This is an optimization exercise on Yosys and OpenROAD, whose aim is small area, not a production implementation. In this exercise RTL edits were held to simulation tests only and were not proved equivalent to the original. The clock input has no modelled driver; a real chip could not lean on it and would need a root buffer or a full tree. Power and IR drop assume default switching activity.

==> flow/design.v <==
`timescale 1ns/1ps
`default_nettype none
module basys3_uart_alu (
  input  wire clk100mhz,
  input  wire btn_reset,    
  input  wire uart_rxd,
  output wire uart_txd
);
  wire clk = clk100mhz;
  wire rx  = uart_rxd;
  reg       tx;
  reg [1:0] p;
  reg       busy;       
  reg [3:0] bc;         
  reg [9:0] t;          
  reg [7:0] A;          
  reg [3:0] q;          
  reg       m;          
  reg       c;          
  wire tick = (t[8:0] == 9'h161);
  always @(posedge clk)
    t <= {t[8:0], busy & (~(t[9] ^ t[6]) ^ tick)};
  wire w4 = (t[9:2] == 8'b10011011);
  wire w2 = w4 & t[1];
  wire last = bc[3] & bc[0];               
  wire data = (bc != 4'd0) && !last;       
  wire fe   = tick & last;                 
  always @(posedge clk) begin
    if (btn_reset) begin
      tx   <= 1'b0;
      p    <= 2'd0;
      busy <= 1'b0;
    end else if (!busy) begin
      if (!rx) busy <= 1'b1;
    end else if (fe) begin
      if (tx) begin
        p <= {p[1] & p[0], p[1] & ~p[0]};
        if (p == 2'd1) begin tx <= 1'b0; busy <= 1'b0; end
      end else begin
        busy <= 1'b0;
        if (rx) begin                           
          p <= {~m & (p[1] | p[0]), m | p[1]};
          if (!m && p == 2'd3) begin tx <= 1'b1; busy <= 1'b1; end
        end
      end
    end
  end
  always @(posedge clk) begin
    if (!busy || (tick && last)) bc <= 4'd0;
    else if (tick)               bc <= bc + 4'd1;
  end
  wire op_lo  = ~A[4] & ~A[3];
  wire q_ari  = op_lo & A[5] & ~A[2] & ~A[0];
  wire q_log  = op_lo & A[5] &  A[2];
  wire q_sh   = op_lo & ~A[5] & ~A[2] & A[1];
  wire [3:0] q_new = {q_log | q_sh, q_ari | q_sh, A[1:0]};
  wire arith  = ~q[3] &  q[2];
  wire is_sub = arith & q[1];
  wire is_log =  q[3] & ~q[2];
  wire is_sh  =  q[3] &  q[2];
  wire is_sra = is_sh & q[0];
  wire a0   = A[0];
  wire bb   = rx ^ is_sub;
  wire sum  = a0 ^ bb ^ c;
  wire cout = arith & ((a0 & bb) | (a0 & c) | (bb & c));
  reg  r;
  always @* begin
    r = 1'b0;
    if (arith) r = sum;
    else if (is_log) begin
      case (q[1:0])
        2'b00: r = a0 & rx;
        2'b01: r = a0 | rx;
        2'b10: r = a0 ^ rx;
        2'b11: r = ~(a0 | rx);
      endcase
    end
  end
  wire sh_win = (bc == 4'd1) ? tick :
                (bc == 4'd2) ? w2 :
                (bc == 4'd3) ? w4 : 1'b0;
  reg fl;
  always @* begin
    case (bc)
      4'd2: fl = ~|A;
      4'd3: fl = A[6];
      4'd4: fl = c;
      4'd5: fl = q[0];
      default: fl = 1'b0;
    endcase
  end
  always @(posedge clk) begin
    if (!busy) begin
      m <= 1'b1;
      c <= is_sub;
    end
    if (tick && data) m <= m & (rx ^ bc[0]);
    if (tick && data && !tx) begin
      case (p)
        2'd0, 2'd1, 2'd2: A <= {rx, A[7:1]};
        2'd3: begin
          if (!is_sh) A <= {r, A[7:1]};
          c <= cout;
          if (bc == 4'd8) q[0] <= c ^ cout;    
        end
      endcase
    end
    if (tick && tx && p != 2'd3 && bc[3:1] != 3'd0) A <= {fl, A[7:1]};
    if (fe && !tx && p == 2'd1) q <= q_new;
    if (!tx && p == 2'd3 && is_sh && sh_win && rx) A <= {is_sra & A[7], A[7:1]};
  end
  assign uart_txd = !tx ? 1'b1 :
                    (p == 2'd3 || bc[3:1] == 3'd0) ? ~bc[0] : A[0];
endmodule
`default_nettype wire
Settings: LEC_CHECK=0, CAP_MARGIN=0, CORE_AREA=3 3 63 63, DIE_AREA=0 0 66 66, SLEW_MARGIN=0; clock period 10.0 ns.
standard.sh (not shown) runs the stock make flow with config.mk's settings and CLKGATE_MAP_FILE= SYNTH_SCRIPT=/design/flow/synth_recipe.tcl, a recipe that flattens the netlist after the stock synthesis.
==> flow/flow/run.sh <==
#!/bin/bash
# Own layout flow: the standard layout (standard.sh) with
#  - our synthesis script (synth.tcl: no extract_fa, area-oriented ABC),
#  - buf_1 cells as the port buffers,
#  - a one-level clock tree of two buffers (clock_bufs.tcl, in place of TritonCTS).
# Make's full output goes to make.log; each step's log is under orfs/logs.
set -euo pipefail
W=$(pwd)
F=$W/flow

sed -e "s#SYNTH_SCRIPT=[^ ]*#SYNTH_SCRIPT=$F/synth.tcl BUFFER_PORTS_ARGS=-buffer_cell\\\\ sky130_fd_sc_hd__buf_1 PRE_CTS_TCL=$F/clock_bufs.tcl OWN_CLOCK_PORT=clk100mhz OWN_CLOCK_BUF=sky130_fd_sc_hd__clkbuf_4 OWN_CLOCK_GROUPS=3#" standard.sh > own_standard.sh
bash own_standard.sh > make.log 2>&1 || { tail -50 make.log; exit 1; }
tail -5 make.log
==> flow/flow/clock_bufs.tcl <==
# A clock tree of one level, run in place of TritonCTS: the flip-flops are split
# into OWN_CLOCK_GROUPS groups by position (sorted along x, equal sizes), and
# each group gets one OWN_CLOCK_BUF buffer at its centre, driven by the clock port.
proc clock_tree_synthesis {args} {
  set block [ord::get_db_block]
  set port_net [[$block findBTerm $::env(OWN_CLOCK_PORT)] getNet]
  set sinks {}
  foreach p [get_pins -of_objects [get_nets [$port_net getName]]] {
    set it [sta::sta_to_db_pin $p]
    if {$it == "NULL"} { continue }
    if {[$it getIoType] != "INPUT"} { continue }
    set loc [[$it getInst] getLocation]
    lappend sinks [list [lindex $loc 0] [lindex $loc 1] $p]
  }
  set sinks [lsort -integer -index 0 $sinks]
  set n [llength $sinks]
  set k $::env(OWN_CLOCK_GROUPS)
  set dbu [$block getDbUnitsPerMicron]
  for {set g 0} {$g < $k} {incr g} {
    set lo [expr {($g * $n) / $k}]
    set hi [expr {(($g + 1) * $n) / $k - 1}]
    set pins {}; set sx 0.0; set sy 0.0
    foreach s [lrange $sinks $lo $hi] {
      lappend pins [lindex $s 2]
      set sx [expr {$sx + [lindex $s 0]}]
      set sy [expr {$sy + [lindex $s 1]}]
    }
    set m [llength $pins]
    set x [expr {$sx / $m / $dbu}]
    set y [expr {$sy / $m / $dbu}]
    puts "own flow: clock buffer $g ($::env(OWN_CLOCK_BUF)) for $m flip-flops at $x $y"
    insert_buffer -buffer_cell $::env(OWN_CLOCK_BUF) -net [$port_net getName] \
      -load_pins $pins -buffer_name clkbuf_$g -net_name clknet_$g -location [list $x $y]
  }
  set_propagated_clock [all_clocks]
}
Other scripts of this flow, unchanged in this note and not shown: flow/flow/synth.tcl
Change:
--- a/flow/flow/run.sh
+++ b/flow/flow/run.sh
@@ -10,3 +10,3 @@
 
-sed -e "s#SYNTH_SCRIPT=[^ ]*#SYNTH_SCRIPT=$F/synth.tcl BUFFER_PORTS_ARGS=-buffer_cell\\\\ sky130_fd_sc_hd__buf_1 PRE_CTS_TCL=$F/clock_bufs.tcl OWN_CLOCK_PORT=clk100mhz OWN_CLOCK_BUF=sky130_fd_sc_hd__clkbuf_4 OWN_CLOCK_GROUPS=3#" standard.sh > own_standard.sh
+sed -e "s#SYNTH_SCRIPT=[^ ]*#SYNTH_SCRIPT=$F/synth.tcl BUFFER_PORTS_ARGS=-buffer_cell\\\\ sky130_fd_sc_hd__buf_1 PRE_CTS_TCL=$F/clock_bufs.tcl OWN_CLOCK_PORT=clk100mhz OWN_CLOCK_BUF=sky130_fd_sc_hd__clkbuf_8 OWN_CLOCK_GROUPS=2#" standard.sh > own_standard.sh
 bash own_standard.sh > make.log 2>&1 || { tail -50 make.log; exit 1; }
CAP_MARGIN = 20   (was 0)
SLEW_MARGIN = 20   (was 0)
Result:
- cell count is lower by 0.49%
- synthesized area does not change
- design area rose by 0.86%
- via count is about the same
- clock skew shrinks by 23 ps
- maximum frequency went up by 0.97%
- worst setup slack is better by 33 ps
- die area does not change
- combinational power stays flat
In every run of this note, the design's own scripts or RTL, not TritonCTS, make the clock network.

## what the ideal ports hide
In the flow no input, the clock included, has a driving cell. The finished layouts below were timed again as built, in two steps. Step 1 assumes that a clkbuf_16 drives the clock port and a buf_2 every other input. Step 2 moves the port delays by t, midway between the first and last clock arrival at a register: inputs arrive t later, outputs are due t later. That takes back most of the time a late clock gives input paths. Slacks: ideal / step 1 / step 2; pairs: ideal / step 1.
run | t (ns) | setup WS [ns] | latest minus earliest clock arrival (ns) | slew at the worst register clock pin (ns) | cell pins on the clock port's net
the first run | 0.196 | 6.557 / 6.525 / 6.436 | 0.029 / 0.029 | 0.12 / 0.12 | 3
the second run | 0.182 | 6.591 / 6.558 / 6.424 | 0.006 / 0.006 | 0.09 / 0.09 | 2
After both steps every run listed still meets setup and hold. The setup slack of the second run, which loses most, moves by -0.033 ns with the drivers and by -0.167 ns with both steps.
